This design comes from an exercise in tuning for small area on the open sky130 flow, not from production work. The RTL was checked by simulation tests, not by an equivalence proof against the original design. No activity file was given, so power comes from the tool's default toggle rates. The flow treats the clock pin as an ideal source, which a real chip does not have.

### flow/flow/synth_area.tcl
# The standard synthesis (synth_recipe.tcl), with ABC run on an
# area-oriented script instead of ORFS's delay-oriented one. Only the ABC
# call changes, so the registers are the standard synthesis's.
proc abc {args} {
  set i [lsearch $args -script]
  lset args [expr {$i + 1}] $::env(FLOW_WORK)/flow/abc_area.script
  set j [lsearch $args -D]
  if {$j >= 0} {
    set args [lreplace $args $j [expr {$j + 1}]]
  }
  yosys abc {*}$args
}
source $::env(FLOW_WORK)/synth_recipe.tcl
### flow/config.mk
export PLATFORM = sky130hd
export DESIGN_NAME = UART_Top_Module
export DESIGN_NICKNAME = UART_Top_Module
export VERILOG_FILES = /design/flow/design.v
export SDC_FILE = /design/flow/constraint.sdc
export NUM_CORES = 4
export LEC_CHECK = 0
export CAP_MARGIN = 0
export CORE_MARGIN = 2
export CORE_UTILIZATION = 80
export CTS_BUF_LIST = sky130_fd_sc_hd__clkbuf_16
export CTS_CLUSTER_DIAMETER = 100
export CTS_CLUSTER_SIZE = 30
export PLACE_DENSITY = 0.85
export SLEW_MARGIN = 0
### flow/constraint.sdc
create_clock -name core_clock -period 5.0 [get_ports {clk}]
set_input_delay 1.0000 -clock core_clock [delete_from_list [all_inputs] [get_ports {clk}]]
set_output_delay 1.0000 -clock core_clock [all_outputs]
set_load 0.01 [all_outputs]
### flow/flow/abc_area.script
strash
&get -n
&fraig -x
&put
dc2
dc2
strash
&get -n
&dch -f
&nf -R 1000
&put
strash
dc2
strash
&get -n
&dch -f
&nf -R 1000
&put
strash
dc2
strash
&get -n
&dch -f
&nf -R 1000
&put
topo
stime -c
### flow/design.v
`timescale 1ns / 1ps
module UART_Top_Module(
input clk,
input rst,
input [7:0] data_in,
input wr_en, rd_en,
input [2:0] address,
output [7:0] data_o,
output serial_data_out,
output n_RTS,
output tx_done,
input n_CTS
);
reg [7:0] r0, r1, r2, r3, r4, r6, r7;
reg m5z, m5b;               
reg rv;                     
reg [2:0] ra;               
wire full, fifo_read;
wire push = wr_en && address == 3'd0 && !full && !r3[7];
wire [7:0] r5 = {{6{m5z}}, m5b, m5z};
wire [7:0] wdata = data_in & {8{rst}};
wire wr = wr_en || !rst;
always @(posedge clk) begin
  if (wr && (address == 3'd0 || !rst)) r0 <= wdata;
  if (wr && (address == 3'd1 || !rst)) r1 <= wdata;
  if (wr && (address == 3'd2 || !rst)) r2 <= wdata;
  if (wr && (address == 3'd3 || !rst)) r3 <= wdata;
  if (wr && (address == 3'd4 || !rst)) r4 <= wdata;
  if (wr && (address == 3'd6 || !rst)) r6 <= wdata;
  if (wr && (address == 3'd7 || !rst)) r7 <= wdata;
end
always @(posedge clk) begin
  if (!rst) begin
    m5z <= 0; m5b <= 0; rv <= 0;
  end else begin
    if (wr_en) begin
      m5z <= 1; m5b <= !push;
    end else if (!rd_en) begin
      m5z <= 1; m5b <= 1;
    end
    rv <= rd_en && !wr_en;
  end
end
always @(posedge clk)
  ra <= address;
reg [7:0] rdata;
always @* begin
  case (ra)
    3'd0: rdata = r0;
    3'd1: rdata = r1;
    3'd2: rdata = r2;
    3'd3: rdata = r3;
    3'd4: rdata = r4;
    3'd5: rdata = r5;
    3'd6: rdata = r6;
    default: rdata = r7;
  endcase
end
assign data_o = rv ? rdata : 8'd0;
reg [7:0] slot [0:31];
reg [4:0] n;
reg sh, shn;                
reg st;                     
reg [2:0] ph;
wire tx_ready;
wire empty = (n == 5'd0);
assign full = (n == 5'd31);
assign fifo_read = !st && !empty && tx_ready;
wire acc = push && !(n == 5'd30 && sh && !fifo_read);
always @(posedge clk) begin
  if (!rst) begin
    n <= 0; sh <= 0; shn <= 1; st <= 0; ph <= 0;
  end else begin
    n <= n + {4'd0, sh} - {4'd0, fifo_read};
    sh <= acc;
    shn <= !acc;
    st <= tx_ready && (st || !empty);
    ph <= ph + 3'd1;
  end
end
wire [15:0] din2 = {r0, r0} >> (ph + 3'd1);
wire [7:0] din_rot = din2[7:0] ^ {8{ph[0]}};
integer i;
always @(posedge clk) begin
  slot[0] <= ~((din_rot | {8{shn}}) & ({slot[0][0], slot[0][7:1]} | {8{sh}}));
  for (i = 1; i < 32; i = i + 1)
    slot[i] <= ~(({slot[i-1][0], slot[i-1][7:1]} | {8{shn}}) & ({slot[i][0], slot[i][7:1]} | {8{sh}}));
end
reg [14:0] vr;              
reg [22:0] ic;
reg bclk, btick, gen;
always @(posedge clk) begin
  if (!rst) begin
    ic <= 0; bclk <= 1; btick <= 0; gen <= 0;
  end else if (r3[7]) begin
    gen <= 1; btick <= 0;
  end else if (gen) begin
    if (ic == {8'd0, vr}) begin
      ic <= 0; bclk <= ~bclk; btick <= ~bclk;
    end else begin
      ic <= ic + 23'd1; btick <= 0;
    end
  end
end
always @(posedge clk)
  if (r3[7]) vr <= {r1, r0[7:1]};
reg tx;                     
reg S;                      
reg [13:0] K;               
reg [1:0] L;                
reg P;                      
reg par;                    
reg nxt;                    
reg sdo;
assign tx_done = tx & S;
assign tx_ready = !tx_done;
assign serial_data_out = sdo;
wire [3:0] b = K[7:4];
reg bdata, blast;
always @* begin
  case (L)
    2'd0: bdata = (b <= 4'd5);
    2'd1: bdata = (b <= 4'd6);
    2'd2: bdata = (b <= 4'd7);
    default: bdata = (b <= 4'd8);
  endcase
  case ({L, P})
    3'd0: blast = (b == 4'd5);
    3'd1, 3'd2: blast = (b == 4'd6);
    3'd3, 3'd4: blast = (b == 4'd7);
    3'd5, 3'd6: blast = (b == 4'd8);
    default: blast = (b == 4'd9);
  endcase
end
wire fb = bdata ? nxt : par;
wire first = (K[3:0] == 4'd0);
assign n_RTS = !S && (tx || (first && b == 4'd0));
wire [4:0] T = !r3[2] ? 5'd15 : (r3[1:0] == 2'b00) ? 5'd23 : 5'd31;
wire kend = S ? (K == {9'd0, T}) : (K[3:0] == 4'hf && blast);
wire load = st && r4[1] && tx && !n_CTS;
wire run = r4[1] && !tx;
always @(posedge clk) begin
  if (!rst) begin
    tx <= 1; S <= 0; K <= 0; sdo <= 1;
  end else if (btick) begin
    if (load) begin
      tx <= 0; S <= 0;
    end else if (run) begin
      if (S) sdo <= 1'b1;
      else if (first) sdo <= fb;
      if (kend) begin
        K <= 0;
        if (S) tx <= 1;
        S <= 1;
      end else
        K <= K + 14'd1;
    end else begin
      tx <= 1; S <= 0; K <= 0; sdo <= 1;
    end
  end
end
always @(posedge clk) begin
  if (btick && load) begin
    L <= {r3[0], r3[1]}; P <= r3[3]; par <= r3[5];
  end else if (btick && run && !S && K[3:0] == 4'hf)
    par <= par ^ sdo;       
end
always @(posedge clk)
  if (btick && load)
    nxt <= 1'b0;
  else if (!tx && !S && !first && ph == b[2:0])
    nxt <= slot[n][0] ^ ph[0];
endmodule
### flow/flow/run.sh
#!/bin/bash
# Standard layout (standard.sh) with three changes:
# - synthesis is the standard synthesis script, except that ABC maps the
#   logic with an area-oriented script (flow/abc_area.script, see synth_area.tcl),
#   and adders are left to ABC too: no full/half-adder cell extraction
#   (ADDER_MAP_FILE empty) and Yosys's own carry logic instead of ORFS's
#   Kogge-Stone map (SYNTH_OPERATIONS_ARGS set to a no-op flag);
# - the clock tree uses only clkbuf_16 cells in clusters of up to 36 registers
#   and no dummy loads, with clkbuf_4 cells above the leaves;
# - the ports are buffered with buf_1 cells.
# Every tool's output goes to orfs/logs; make's output goes to standard.log.
set -euo pipefail
export FLOW_WORK="$(pwd)"
export CTS_ARGS="-sink_clustering_enable -repair_clock_nets -dont_use_dummy_load -buf_list sky130_fd_sc_hd__clkbuf_16 -root_buf sky130_fd_sc_hd__clkbuf_4 -tree_buf sky130_fd_sc_hd__clkbuf_4 -sink_clustering_size 36 -sink_clustering_max_diameter 60"
export BUFFER_PORTS_ARGS="-buffer_cell sky130_fd_sc_hd__buf_1"
sed "s#SYNTH_SCRIPT=$FLOW_WORK/synth_recipe.tcl#SYNTH_SCRIPT=$FLOW_WORK/flow/synth_area.tcl ADDER_MAP_FILE= SYNTH_OPERATIONS_ARGS=-noshare#" standard.sh > standard_area.sh
grep -q "SYNTH_SCRIPT=$FLOW_WORK/flow/synth_area.tcl" standard_area.sh
bash standard_area.sh > standard.log 2>&1
### flow/standard.sh
#!/bin/bash
# synth_recipe.tcl (not shown) runs the flow's synth.tcl, then flattens the netlist and writes it again
# the make line also repeats each setting of config.mk as NAME=value (left out here)
make -C /OpenROAD-flow-scripts/flow DESIGN_CONFIG=/design/flow/config.mk WORK_HOME=/design/flow/orfs CLKGATE_MAP_FILE= SYNTH_SCRIPT=/design/flow/synth_recipe.tcl "${@:-finish}"
==> results.cfg, run 1 <==
[floorplanning]
rows = 46
fp.dieArea_um2 = 16900
ios = 27
initial_utilization_pct = 81.0
core_area_um2 = 15700
die_w_um = 130
die_y_um = 130

[sta]
rsz0062_at_grt = false
hold_ws_ns = 0.426
tightest_slew_ns = 1.24
fin_crit_ns = 4.10
setup-tns-final_ns = 0
fin_crit_sh_pct = 82.0
timing.fmax_mhz = 244
clock_skew_ns = 0.0477
finalSetupViolCount = 0
relSlewSlack_pct = 17.1
maxSlewViolCount = 0
finalHoldViolCount = 0

[drt]
wire_per_inst_um = 19.9
drt_iter0_markers = 1152
viasPerCell = 6.85
drt_wl_total_mm = 26.8
via_count = 9247
final_antenna_net_count = 0
drc_errors = 0
drt_first_pass_iters = 6

[global_routing]
grt.total_usage_pct = 31.3
gr-total-overflow = 0
antenna_found_initial = 1
grt_max_degree = 143
grt_pass1_vias = 8346
grt_pass1_wl_mm = 41.7

[final_layout]
num-nets-final = 1150
mostFrequentLayoutCells = 315 x dfxtp_1, 260 x o22ai_1, 75 x edfxtp_1
instances_no_fill = 1349
fin_util_pct = 86.4
area_growth_pct = 6.71
regArea_um2 = 8610
final_common_cell = dfxtp_1
multiInputGateArea_um2 = 4040
layout-drive-gt1-share_pct = 2.74
fillers = 806

[yosys]
yosys_warnings = 2
async_reset_ff_share_pct = 0
synth.avg_cell_area_um2 = 11.8
synth_cell_types = 47
ys_ff_latch = 392
syn_inst = 1077
synth_fp_nets = 1093
synthFlopType = dfxtp_1
syn_area_um2 = 12700
synth_edf_count = 75
yosysSeqAreaShare_pct = 67.6

[worst_setup_path]
worstSetupPathType = reg -> reg
end_kind = flop
startpoint_type = flop
worstPathArrival_ns = 4.69
worstPathMaxFanout = 5
worst_ep_required_time_ns = 5.59

[power_and_ir_drop]
p_total_mw = 6.51
p_leak_nw = 4.85
ir_drop_uv = 457
power_density_nw_per_um2 = 480

[clock_tree]
cts_tree = yes
hold_buffers = 0
clock_latency_ns = 0.71
cts_made_buffers = 17
clkSinkCount = 392
clk_pin_slew_ns = 0.12
cts_setup_buffers = 0
cts-root-buf = clkbuf_4
htree_levels = 1
cts_resized = 0
cts_buffer_depth = 3

[place]
numPortBuffers = 26
placedCellCount = 1331
dpl.hpwl_mm = 16.7
routabilityCongestion = 0.925

[hold_path]
hp-class = reg -> reg

[status]
status = finished clean

[run]
maxCapViolations = 0
==> state kept, by name, summed over array words and instances, names as in the netlist, 2 cells and up <==
register,count
slot,256
ph,3
r1,8
ra,3
r3,8
vr,15
r2,8
r4,8
n,5
r6,8
r7,8
ic,23
r0,8
K,14
L,2
==> cell usage after synthesis, types with 6 or more instances <==
master,n,area share (%)
a21oi_1,52,2.0
nor2b_1,7,0.34
xor2_1,19,1.3
a222oi_1,8,0.63
nand4_1,6,0.30
clkinv_1,23,0.68
xnor2_1,8,0.55
nand3_1,22,0.87
mux2i_1,12,0.94
and3_1,13,0.64
o21ai_0,31,1.2
nand2b_1,7,0.34
dfxtp_1,317,50
nor4_1,6,0.30
a22oi_1,16,0.94
o22ai_1,260,13
nor3_1,33,1.3
and2_0,17,0.84
edfxtp_1,75,18
nor2_1,54,1.6
a31oi_1,7,0.34
nand2_1,31,0.91
==> power by group <==
group | switching, mW | internal [mW] | total (mW)
sequential | 0.424 | 3.84 | 4.26
combinational | 0.450 | 0.417 | 0.867
clock | 0.863 | 0.523 | 1.39
==> final cells by class <==
cell class                      count  area share (%)
Sequential cell                   392            63.4
Multi-Input combinational cell    662            29.8
Clock buffer                       17            2.75
Tap cell                          216            1.99
Timing Repair Buffer               38            1.47
Inverter                           23           0.636
Antenna cell                        1          0.0184
==> worst max-delay path, cell delays in order (launching register included) <==
cell,delay [ns]
dfxtp_1,0.38
nor2b_1,0.28
and3_1,0.24
and2_0,0.23
and3_1,0.24
and2_0,0.25
and3_1,0.24
and3_1,0.24
and3_1,0.21
and2_0,0.25
and3_1,0.23
and2_0,0.24
and3_1,0.22
and2_0,0.24
and3_1,0.29
and3_1,0.18
nor3_1,0.04
==> path summary, 6_finish.rpt <==
check              startpoint           to  slack (ns)  cells after the start
setup / recovery          gen       ic[22]        0.90                     16
hold / removal    slot[31][7]  slot[31][6]        0.43                      1
hold reg to reg   slot[31][7]  slot[31][6]        0.43                      1
setup reg to reg          gen       ic[22]        0.90                     16
==> per-stage QoR <==
step / instance area (um^2) / setup WS [ns]
floorplan: 12700 / 1.08
global placement: 13200 / 1.16
detailed placement: 13200 / 0.951
CTS: 13600 / 0.918
global route: 13600 / 0.478
finish: 13600 / 0.901
==> metal layers <==
layer / part of all wire [%] / track usage, % / vias to the layer above
met1: 42 / 44.3 / 4403
li1: - / - / 4365
met3: 7.5 / 4.63 / 54
met5: 0 / 0 / -
met2: 48 / 51.1 / 425
met4: 2.4 / 9.11 / 0
==> logic make-up after synthesis <==
logic type | after synthesis | synth area share, %
flip-flops | 392 | 67.6
multiplexers | 16 | 1.30
AO/OA/AOI/OAI | 412 | 20.5
XOR/XNOR | 27 | 1.86
AND/OR/NAND/NOR | 207 | 8.09
buffers and inverters | 23 | 0.678
==> run 2: changes to the inputs <==
--- a/flow/flow/run.sh
+++ b/flow/flow/run.sh
@@ -13,3 +13,3 @@
 export FLOW_WORK="$(pwd)"
-export CTS_ARGS="-sink_clustering_enable -repair_clock_nets -dont_use_dummy_load -buf_list sky130_fd_sc_hd__clkbuf_16 -root_buf sky130_fd_sc_hd__clkbuf_4 -tree_buf sky130_fd_sc_hd__clkbuf_4 -sink_clustering_size 36 -sink_clustering_max_diameter 60"
+export CTS_ARGS="-sink_clustering_enable -repair_clock_nets -dont_use_dummy_load -buf_list sky130_fd_sc_hd__clkbuf_16 -root_buf sky130_fd_sc_hd__clkbuf_4 -tree_buf sky130_fd_sc_hd__clkbuf_4 -sink_clustering_size 36 -sink_clustering_max_diameter 70"
 export BUFFER_PORTS_ARGS="-buffer_cell sky130_fd_sc_hd__buf_1"
==> run 2 against run 1 <==
Still clean; wire length down 3.3%; clock power down 6%; die area unchanged; utilization decreased by 0.32 points; flip-flop and latch count unchanged; worst hold slack worse by 0.039 ns; count of clock-buffer cells in the layout shrank 2; synthesized cell count is the same; largest power group unchanged.
==> results.cfg, run 2 <==
[worst_setup_path]
worstPathMaxFanout = 5
startpoint_type = flop
worstPathArrival_ns = 4.64
timing.rr.start = gen
end_kind = flop
worst_ep_required_time_ns = 5.60
worstSetupPathType = reg -> reg
critPathLaunch = gen
r2r_setup_slack_ns = 0.96

[clock_tree]
clock_latency_ns = 0.73
hold_buffers = 0
clkSinkCount = 392
cts_setup_buffers = 0
cts_resized = 0
cts-root-buf = clkbuf_4
htree_levels = 1
cts_made_buffers = 15
cts_buffer_depth = 3
clk_pin_slew_ns = 0.12
cts_tree = yes

[drt]
drt_first_pass_iters = 6
drc_errors = 0
drt_iter0_markers = 1054
wire_per_inst_um = 19.3
via_count = 9066
wl_met2_mm = 12.3
drt_wl_total_mm = 26.0
highest_layer = met4
dr_wl_met3_mm = 1.95
final_antenna_net_count = 0
viasPerCell = 6.73
met1Wirelength_mm = 11.2

[power_and_ir_drop]
power_frac_clock_pct = 20.4
power_density_nw_per_um2 = 475
p_comb_share_pct = 13.4
power_switching_mw = 1.71
power_report.internal_total_mw = 4.71
ir_drop_uv = 487
seqPwrFrac_pct = 66.2
p_leak_nw = 4.82
sw_frac_of_total_pct = 26.7

[floorplanning]
initial_utilization_pct = 81.0
ios = 27
core_area_um2 = 15700
fp.dieArea_um2 = 16900
rows = 46
die_w_um = 130
die_y_um = 130

[yosys]
synth_largest_area_cell = dfxtp_1
synthAdderAreaFrac_pct = 0
synth_top_family_by_area = compound AO/OA/AOI/OAI gates
synth_xor_area_share_pct = 1.86
syn_inst = 1077
synth_edf_count = 75
syn_area_um2 = 12700
async_reset_ff_share_pct = 0
synth_cell_types = 47
synthSimpleGateAreaFrac_pct = 8.09
synth_fp_nets = 1093
synth_common_cells = 317 x dfxtp_1, 260 x o22ai_1, 75 x edfxtp_1
yosysMostFrequentCell = dfxtp_1
ys_top_cells_by_area = dfxtp_1 50%, edfxtp_1 18%, o22ai_1 13%, a21oi_1 2.0%, nor2_1 1.6%
yosys_warnings = 2
synthFlopType = dfxtp_1
ys_ff_latch = 392
synth_compound_area_share_pct = 20.5
synthMuxAreaShare_pct = 1.30
synth.avg_cell_area_um2 = 11.8
synth_top_area_share_pct = 49.9
yosysSeqAreaShare_pct = 67.6

[sta]
finalSetupViolCount = 0
rsz0062_at_grt = false
finalHoldViolCount = 0
tightest_slew_ns = 1.20
setup-tns-final_ns = 0
timing.fmax_mhz = 247
clock_skew_ns = 0.0891
relSlewSlack_pct = 19.8
maxSlewViolCount = 0
fin_crit_ns = 4.04
fin_crit_sh_pct = 80.8

[final_layout]
area_growth_pct = 6.31
post-route-cell-area_um2 = 13500
layout-drive-gt1-share_pct = 2.57
largest_register_ffs = 256
top_regs = slot x256, ic x23, vr x15
mostFrequentLayoutCells = 315 x dfxtp_1, 260 x o22ai_1, 75 x edfxtp_1
final_common_cell = dfxtp_1
num-nets-final = 1148
fillers = 815
top_register = slot

[place]
dpl.hpwl_mm = 16.7
numPortBuffers = 26
placed_area_um2 = 13200
routabilityCongestion = 0.925

[hold_path]
hp-class = reg -> reg
holdCritStartpoint = slot[28][3]

[run]
maxCapViolations = 0

[global_routing]
antenna_found_initial = 1
grt.total_usage_pct = 30.3
grt_pass1_vias = 8228
grt_pass1_wl_mm = 40.4
grt_max_degree = 143
gr-total-overflow = 0

[status]
status = finished clean
-- run 2: changes by cell type in the layout (fill, tap and decap cells not counted) --
cell / before / now
clkbuf_16: 14 / 12
-- run 2: final timing paths --
path              cells past startpoint          end
setup / recovery                     16       ic[21]
hold / removal                        1  slot[28][2]
setup reg to reg                     16       ic[21]
hold reg to reg                       1  slot[28][2]
-- run 2: worst max-delay path: stages (launching register included) --
cell	delay (ns)
dfxtp_1	0.39
nor2b_1	0.27
and3_1	0.24
and2_0	0.23
and3_1	0.24
and2_0	0.25
and3_1	0.24
and3_1	0.24
and3_1	0.21
and2_0	0.25
and3_1	0.23
and2_0	0.24
and3_1	0.22
and2_0	0.23
and3_1	0.27
o21ai_0	0.09
a21oi_1	0.11
-- run 2: metrics by stage --
stage | cells | utilization (%) | setup WS [ns] | hold WS, ns | power [mW]
6_report | 1347 | 86.1 | 0.959 | 0.387 | 6.42
5_1_grt | 1347 | 86.1 | 0.486 | 0.391 | 6.68
4_1_cts | 1346 | 86.1 | 0.967 | 0.389 | 6.41
3_5_place_dp | 1331 | 84.0 | 0.951 | 0.407 | 5.14
3_3_place_gp | 1331 | 84.0 | 1.16 | 0.403 | 5.07
2_1_floorplan | 1077 | - | 1.08 | 0.399 | 4.83
-- run 2: power by group through the flow --
stage	clock network, mW	logic [mW]	registers (mW)
floorplan	0	0.651	4.18
global placement	0	0.796	4.27
detailed placement	0	0.834	4.30
CTS	1.32	0.851	4.24
global route	1.42	0.949	4.32
finish	1.31	0.861	4.25
-- run 2: area by class of cell --
class | instances | area [um^2] | share of cell area, %
Timing Repair Buffer | 38 | 200 | 1.48
Antenna cell | 1 | 2.50 | 0.0185
Sequential cell | 392 | 8610 | 63.6
Tap cell | 216 | 270 | 2.00
Multi-Input combinational cell | 662 | 4040 | 29.9
Inverter | 23 | 86.3 | 0.638
Clock buffer | 15 | 323 | 2.39
-- run 2: logic make-up after synthesis --
logic type,Yosys count
simple gates,207
mux,16
flops,392
buf+inv,23
compound gates,412
xor+xnor,27
-- run 2: per-layer routing --
| metal | track usage [%] | vias to the layer above |
|---|---|---|
| met5 | 0 | - |
| met4 | 9.61 | 0 |
| met3 | 5.49 | 56 |
| met2 | 48.7 | 336 |
| met1 | 42.6 | 4317 |
| li1 | - | 4357 |

afterwards: timing with drivers on the ports:
The results above use ideal ports. As a check the final layouts listed here were re-extracted and re-timed, cells and wires unchanged. Step 1 sets driving cells, clkbuf_16 on the clock port and buf_2 on the other inputs (assumed; they add their load-dependent delay and slew). Step 2 moves the port delays by t, midway between the first and last clock arrival at a register: inputs arrive t later, outputs are due t later. That takes back most of the time a late clock gives input paths. Three values: no drivers, after step 1, after step 2; two values: the first two.
| run | t (ns) | slack for setup (ns) | slew at the worst register clock pin (ns) |
|---|---|---|---|
| run 1 | 0.729 | 0.901 / 0.901 / 0.901 | 0.13 / 0.13 |
| run 2 | 0.724 | 0.959 / 0.959 / 0.959 | 0.12 / 0.12 |
After both steps every run listed still meets setup and hold.
